Background: an optimization exercise with open tools, aiming at small area. Do not read the settings as production practice. Where RTL was checked, it was by simulation tests only, not by an equivalence proof against the original. No driver is modelled on the clock port, so clock power and skew are understated where the tree is cut down; a real chip needs a root buffer or a tree. Power figures rest on the tool's default switching activity, not on a simulated workload.

==> flow/design.v <==
module Square_wave
(
 output wire [13:0]DA_Data,
 output wire DA_Clock,
 input wire Sys_Clock,
 input wire nReset
);
reg ja, jb, jc;
always @(posedge Sys_Clock or negedge nReset)
  if (!nReset) begin
    ja <= 1'b0; jb <= 1'b0; jc <= 1'b1;
  end else begin
    ja <= jc; jb <= ja; jc <= ~jb;
  end
assign DA_Clock = jc;
reg [5:0] n;
reg [4:0] h;
reg [5:0] p;
reg       ce;       
reg [6:0] lvb;      
wire pz  = ~(p[4] | p[2] | p[1] | p[0]);
wire fb  = p[5] ^ p[0] ^ (pz & (~p[3] | ce));
wire c6  = (p == 6'd22);           
wire b   = c6 & ~(|h);             
wire ovf = b & (&n);               
wire [5:0] nn = n + {5'd0, b};
wire ld  = b & (ce | (&n));        
wire bend = ce & n[5] & n[2] & n[0] & ~h[2] & ~h[1] & h[3] & h[0] & ~p[5] & p[2] & p[1];
always @(posedge Sys_Clock or negedge nReset)
  if (!nReset) begin
    n <= 6'd0; h <= 5'd1; p <= 6'd22; ce <= 1'b1; lvb <= 7'h7f;
  end else begin
    if (bend) begin
      n <= 6'd0; h <= 5'd31; p <= 6'd25;
    end else begin
      p <= {p[4:0], fb};
      h <= ld ? nn[5:1] : h - {4'd0, c6};
      n <= nn;
    end
    if (bend) ce <= 1'b0;
    else if (ovf) ce <= 1'b1;
    if (ce & b & n[0]) lvb <= lvb - 7'd1;
  end
wire off = ~ce | n[0];             
assign DA_Data = {6'd0, ~(lvb | {7{off}}), 1'b0};
endmodule
==> flow/config.mk <==
export PLATFORM = sky130hd
export DESIGN_NAME = Square_wave
export DESIGN_NICKNAME = Square_wave
export VERILOG_FILES = /design/flow/design.v
export SDC_FILE = /design/flow/constraint.sdc
export NUM_CORES = 4
export LEC_CHECK = 0
export CAP_MARGIN = 0
export CORE_MARGIN = 2
export CORE_UTILIZATION = 40
export SLEW_MARGIN = 0
==> flow/constraint.sdc <==
create_clock -name core_clock -period 9.25 [get_ports {Sys_Clock}]
set_input_delay 1.8500 -clock core_clock [delete_from_list [all_inputs] [get_ports {Sys_Clock}]]
set_output_delay 1.8500 -clock core_clock [all_outputs]
set_load 0.01 [all_outputs]
standard.sh (not shown) runs the stock make flow with config.mk's settings and CLKGATE_MAP_FILE= SYNTH_SCRIPT=/design/flow/synth_recipe.tcl, a recipe that flattens the netlist after the stock synthesis.
==> flow/flow/run.sh <==
#!/bin/bash
# ORFS's standard layout (standard.sh), with these changes to how it is made:
#  - synthesis maps the logic with an area-oriented ABC script (flow/abc_area.script)
#    and without Yosys's full-adder extraction; flip-flops are mapped as before;
#  - port buffers: sky130_fd_sc_hd__buf_1 on the outputs, buf_4 on the input;
#  - clock tree: a single clkbuf_16 drives all the registers (flow/cts_single.tcl);
#  - one tie cell for all the constant outputs.
# Each tool's output is in orfs/logs/ (ORFS's own per-step logs) and standard.log.
set -euo pipefail
W=$(pwd)
rm -rf "$W/scripts"
cp -r "$FLOW_HOME/scripts" "$W/scripts"
cp "$W/flow/abc_area.script" "$W/scripts/abc_speed.script"
cp "$W/flow/abc_area.script" "$W/scripts/abc_area.script"
python3 - "$W/scripts" "$W/flow/cts_single.tcl" <<'PY'
import sys
d, cts = sys.argv[1], sys.argv[2]
def patch(name, old, new):
    f = d + "/" + name
    s = open(f).read()
    assert old in s, (name, old)
    open(f, "w").write(s.replace(old, new))
patch("global_place.tcl", "buffer_ports {*}[env_var_or_empty BUFFER_PORTS_ARGS]",
      "buffer_ports -inputs -buffer_cell sky130_fd_sc_hd__buf_2\n    buffer_ports -outputs -buffer_cell sky130_fd_sc_hd__buf_1")
patch("cts.tcl", "log_cmd clock_tree_synthesis {*}$cts_args", "source " + cts)
PY
export SCRIPTS_DIR="$W/scripts"
export ADDER_MAP_FILE=
export SKIP_REPAIR_TIE_FANOUT=1
export FLOW_CLK_PORT=Sys_Clock
bash standard.sh > "$W/standard.log" 2>&1
Other scripts of this flow, unchanged in this note and not shown: flow/flow/abc_area.script, flow/flow/cts_single.tcl
The baseline completed with no timing, DRC or antenna violations.
Edit:
--- a/flow/flow/run.sh
+++ b/flow/flow/run.sh
@@ -24 +24 @@
-      "buffer_ports -inputs -buffer_cell sky130_fd_sc_hd__buf_2\n    buffer_ports -outputs -buffer_cell sky130_fd_sc_hd__buf_1")
+      "buffer_ports -inputs -buffer_cell sky130_fd_sc_hd__buf_4\n    buffer_ports -outputs -buffer_cell sky130_fd_sc_hd__buf_1")
--- a/flow/config.mk
+++ b/flow/config.mk
@@ -8 +8 @@
-export CAP_MARGIN = 0
+export CAP_MARGIN = 20
@@ -11 +11 @@
-export SLEW_MARGIN = 0
+export SLEW_MARGIN = 20
Setup slack improved by 31 ps.
Wire length went down by about 5%.
Global-route usage went down by 1.0 points.
Clock skew hardly moves.
Power went up by about 0.5%.
Synthesized cell count stays the same.
Final cell count stays the same.
Die area stays the same.
Sequential share of layout area went down by 0.11 points.
No run of this note takes its clock network from TritonCTS; it comes from the design's own scripts or RTL.

========
Square_wave, a different RTL version from the one above (not shown whole).
For scale: roughly 17 I/O pins.
==> flow/config.mk <==
export PLATFORM = sky130hd
export DESIGN_NAME = Square_wave
export DESIGN_NICKNAME = Square_wave
export VERILOG_FILES = /design/flow/design.v
export SDC_FILE = /design/flow/constraint.sdc
export NUM_CORES = 4
export LEC_CHECK = 0
export CAP_MARGIN = 20
export CORE_MARGIN = 2
export CORE_UTILIZATION = 40
export SLEW_MARGIN = 20
==> flow/constraint.sdc <==
create_clock -name core_clock -period 9.25 [get_ports {Sys_Clock}]
set_input_delay 1.8500 -clock core_clock [delete_from_list [all_inputs] [get_ports {Sys_Clock}]]
set_output_delay 1.8500 -clock core_clock [all_outputs]
set_load 0.01 [all_outputs]
==> flow/flow/run.sh <==
#!/bin/bash
# ORFS's standard layout (standard.sh), with these changes to how it is made:
#  - synthesis maps the logic with an area-oriented ABC script (flow/abc_area.script)
#    and without Yosys's full-adder extraction; flip-flops are mapped as before;
#  - port buffers: sky130_fd_sc_hd__buf_1 on the outputs, buf_4 on the input;
#  - clock tree: clkbuf_8 only, one sink cluster, no dummy loads;
#  - one tie cell for all the constant outputs.
set -euo pipefail
W=$(pwd)
rm -rf "$W/scripts"
cp -r "$FLOW_HOME/scripts" "$W/scripts"
cp "$W/flow/abc_area.script" "$W/scripts/abc_speed.script"
cp "$W/flow/abc_area.script" "$W/scripts/abc_area.script"
python3 - "$W/scripts/global_place.tcl" <<'PY'
import sys
f = sys.argv[1]
s = open(f).read()
old = "buffer_ports {*}[env_var_or_empty BUFFER_PORTS_ARGS]"
assert old in s
s = s.replace(old, "buffer_ports -inputs -buffer_cell sky130_fd_sc_hd__buf_4\n    buffer_ports -outputs -buffer_cell sky130_fd_sc_hd__buf_1")
open(f, "w").write(s)
PY
export SCRIPTS_DIR="$W/scripts"
export ADDER_MAP_FILE=
export SKIP_REPAIR_TIE_FANOUT=1
export CTS_ARGS="-sink_clustering_enable -repair_clock_nets -dont_use_dummy_load -buf_list sky130_fd_sc_hd__clkbuf_8 -root_buf sky130_fd_sc_hd__clkbuf_8 -sink_clustering_size 40 -sink_clustering_max_diameter 300"
bash standard.sh > "$W/standard.log" 2>&1
==> flow/flow/abc_area.script <==
strash
balance -l
resub -K 6 -l
rewrite -l
resub -K 6 -N 2 -l
refactor -l
resub -K 8 -l
balance -l
resub -K 8 -N 2 -l
rewrite -l
resub -K 10 -l
rewrite -z -l
resub -K 10 -N 2 -l
balance -l
resub -K 12 -l
refactor -z -l
resub -K 12 -N 2 -l
rewrite -z -l
balance -l
balance -l
resub -K 6 -l
rewrite -l
resub -K 6 -N 2 -l
refactor -l
resub -K 8 -l
balance -l
resub -K 8 -N 2 -l
rewrite -l
resub -K 10 -l
rewrite -z -l
resub -K 10 -N 2 -l
balance -l
resub -K 12 -l
refactor -z -l
resub -K 12 -N 2 -l
rewrite -z -l
balance -l
&get -n
&dch -f
&nf -R 1000
&put
strash
&get -n
&dch -f
&nf -R 1000
&put
==> next run, changes <==
==> flow/run.sh (new file) <==
#!/bin/bash
# synth_recipe.tcl (not shown) runs the flow's synth.tcl, then flattens the netlist and writes it again
# the make line also repeats each setting of config.mk as NAME=value (left out here)
make -C /OpenROAD-flow-scripts/flow DESIGN_CONFIG=/design/flow/config.mk WORK_HOME=/design/flow/orfs CLKGATE_MAP_FILE= SYNTH_SCRIPT=/design/flow/synth_recipe.tcl finish
Settings changed: CTS_BUF_LIST set to sky130_fd_sc_hd__clkbuf_8.
removed: flow/flow/run.sh
removed: flow/flow/abc_area.script
removed: flow/standard.sh
Utilization is higher by 3.0 points.
Synthesized area is higher by 16%.
Combinational power is higher by 12%.
Maximum frequency is higher by 2.0%.
First-iteration DRC count is higher by about 140%.
Wire length is higher by about 23%.
Sequential power hardly moves.
Final area is higher by 21%.
Sequential share of layout area is lower by 9.4 points.
==> next run, changes <==
==> flow/flow/run.sh (new file) <==
#!/bin/bash
# Standard ORFS layout, with two changes to how it is made:
#  - synthesis maps the logic with an area-oriented ABC script (flow/abc_area.script)
#    in place of ORFS's delay-oriented one; the flip-flops are mapped as before;
#  - the port buffers are sky130_fd_sc_hd__buf_1.
set -euo pipefail
W=$(pwd)
rm -rf "$W/scripts"
cp -r "$FLOW_HOME/scripts" "$W/scripts"
cp "$W/flow/abc_area.script" "$W/scripts/abc_speed.script"
cp "$W/flow/abc_area.script" "$W/scripts/abc_area.script"
export SCRIPTS_DIR="$W/scripts"
export BUFFER_PORTS_ARGS="-buffer_cell sky130_fd_sc_hd__buf_1"
bash standard.sh > "$W/standard.log" 2>&1
==> flow/flow/abc_area.script (new file) <==
strash
balance -l
resub -K 6 -l
rewrite -l
resub -K 6 -N 2 -l
refactor -l
resub -K 8 -l
balance -l
resub -K 8 -N 2 -l
rewrite -l
resub -K 10 -l
rewrite -z -l
resub -K 10 -N 2 -l
balance -l
resub -K 12 -l
refactor -z -l
resub -K 12 -N 2 -l
rewrite -z -l
balance -l
balance -l
resub -K 6 -l
rewrite -l
resub -K 6 -N 2 -l
refactor -l
resub -K 8 -l
balance -l
resub -K 8 -N 2 -l
rewrite -l
resub -K 10 -l
rewrite -z -l
resub -K 10 -N 2 -l
balance -l
resub -K 12 -l
refactor -z -l
resub -K 12 -N 2 -l
rewrite -z -l
balance -l
dch -f
amap
==> flow/standard.sh (new file) <==
#!/bin/bash
# synth_recipe.tcl (not shown) runs the flow's synth.tcl, then flattens the netlist and writes it again
# the make line also repeats each setting of config.mk as NAME=value (left out here)
make -C /OpenROAD-flow-scripts/flow DESIGN_CONFIG=/design/flow/config.mk WORK_HOME=/design/flow/orfs CLKGATE_MAP_FILE= SYNTH_SCRIPT=/design/flow/synth_recipe.tcl "${@:-finish}"
removed: flow/run.sh
Effect:
- global-route usage barely changes
- count of clock-buffer cells in the layout is unchanged
- routed wire length went down by about 9%
- final area went down by 7.2%
- die area is lower by about 7%
- cell count rose by 6.7%
==> next run, changes <==
==> flow/flow/run.sh (replaced) <==
#!/bin/bash
# ORFS's standard layout (standard.sh), with these changes to how it is made:
#  - synthesis maps the logic with an area-oriented ABC script (flow/abc_area.script)
#    and without Yosys's full-adder extraction; flip-flops are mapped as before;
#  - port buffers: sky130_fd_sc_hd__buf_1 on the outputs, buf_4 on the input;
#  - clock tree: a single clkbuf_16 drives all the registers (flow/cts_single.tcl);
#  - one tie cell for all the constant outputs.
# Each tool's output is in orfs/logs/ (ORFS's own per-step logs) and standard.log.
set -euo pipefail
W=$(pwd)
rm -rf "$W/scripts"
cp -r "$FLOW_HOME/scripts" "$W/scripts"
cp "$W/flow/abc_area.script" "$W/scripts/abc_speed.script"
cp "$W/flow/abc_area.script" "$W/scripts/abc_area.script"
python3 - "$W/scripts" "$W/flow/cts_single.tcl" <<'PY'
import sys
d, cts = sys.argv[1], sys.argv[2]
def patch(name, old, new):
    f = d + "/" + name
    s = open(f).read()
    assert old in s, (name, old)
    open(f, "w").write(s.replace(old, new))
patch("global_place.tcl", "buffer_ports {*}[env_var_or_empty BUFFER_PORTS_ARGS]",
      "buffer_ports -inputs -buffer_cell sky130_fd_sc_hd__buf_4\n    buffer_ports -outputs -buffer_cell sky130_fd_sc_hd__buf_1")
patch("cts.tcl", "log_cmd clock_tree_synthesis {*}$cts_args", "source " + cts)
PY
export SCRIPTS_DIR="$W/scripts"
export ADDER_MAP_FILE=
export SKIP_REPAIR_TIE_FANOUT=1
export FLOW_CLK_PORT=Sys_Clock
bash standard.sh > "$W/standard.log" 2>&1
--- a/flow/flow/abc_area.script
+++ b/flow/flow/abc_area.script
@@ -38,2 +38,9 @@
-dch -f
-amap
+&get -n
+&dch -f
+&nf -R 1000
+&put
+strash
+&get -n
+&dch -f
+&nf -R 1000
+&put
==> flow/flow/cts_single.tcl (new file) <==
# Clock tree for a small design: one clkbuf_16 at the centroid of the clock sinks drives
# every register's clock pin, so all registers get the same clock arrival.
set clk_net [get_nets $::env(FLOW_CLK_PORT)]
set xs 0
set ys 0
set k 0
foreach pin [get_pins -of_objects $clk_net] {
  set inst [[sta::sta_to_db_pin $pin] getInst]
  set bb [$inst getBBox]
  set xs [expr {$xs + ([$bb xMin] + [$bb xMax]) / 2}]
  set ys [expr {$ys + ([$bb yMin] + [$bb yMax]) / 2}]
  incr k
}
set dbu [[ord::get_db_block] getDbUnitsPerMicron]
set x [expr {double($xs) / $k / $dbu}]
set y [expr {double($ys) / $k / $dbu}]
puts "clock sinks: $k, root buffer at ($x, $y)"
insert_buffer -buffer_cell sky130_fd_sc_hd__clkbuf_16 -net $::env(FLOW_CLK_PORT) \
  -location [list $x $y] -buffer_name clkbuf_0_root -net_name clknet_0_root
[[ord::get_db_block] findNet $::env(FLOW_CLK_PORT)] setSigType CLOCK
[[ord::get_db_block] findNet clknet_0_root] setSigType CLOCK
set_propagated_clock [all_clocks]
Settings changed: CTS_BUF_LIST sky130_fd_sc_hd__clkbuf_8 to unset.
Effect: The new run failed in 4_1_cts; synthesized cell count came out lower by 20%; synthesized area goes down by 7.1%.
No functional check of the RTL was part of any run of this note.

## separate check: timing with driven ports
Ports are ideal in the flow. The routed layouts listed here were re-timed in OpenROAD. Step 1 assumes that a clkbuf_16 drives the clock port and a buf_2 every other input. Step 2 adds t to the input delays and takes it off the output delays; t is the mean of the earliest and latest rising clock arrival at the registers after step 1. Input paths then give back, and output paths get back, about the clock's delay inside the block. a / b / c = ideal ports / drivers / drivers and shift; a / b = the first two.
| run | shift t [ns] | slack for setup (ns) | worst setup path at the end |
|---|---|---|---|
| the first run of note 1 | 0.185 | 5.574 / 5.574 / 5.574 | register to register |
| the second run of note 1 | 0.189 | 5.605 / 5.605 / 5.605 | register to register |
| the first run of note 2 | 0.296 | 5.445 / 5.445 / 5.445 | register to register |
| the second run of note 2 | 0.287 | 5.520 / 5.496 / 5.783 | register to output |
| the third run of note 2 | 0.291 | 6.093 / 6.070 / 6.361 | register to output |
After both steps every run listed still meets setup and hold.
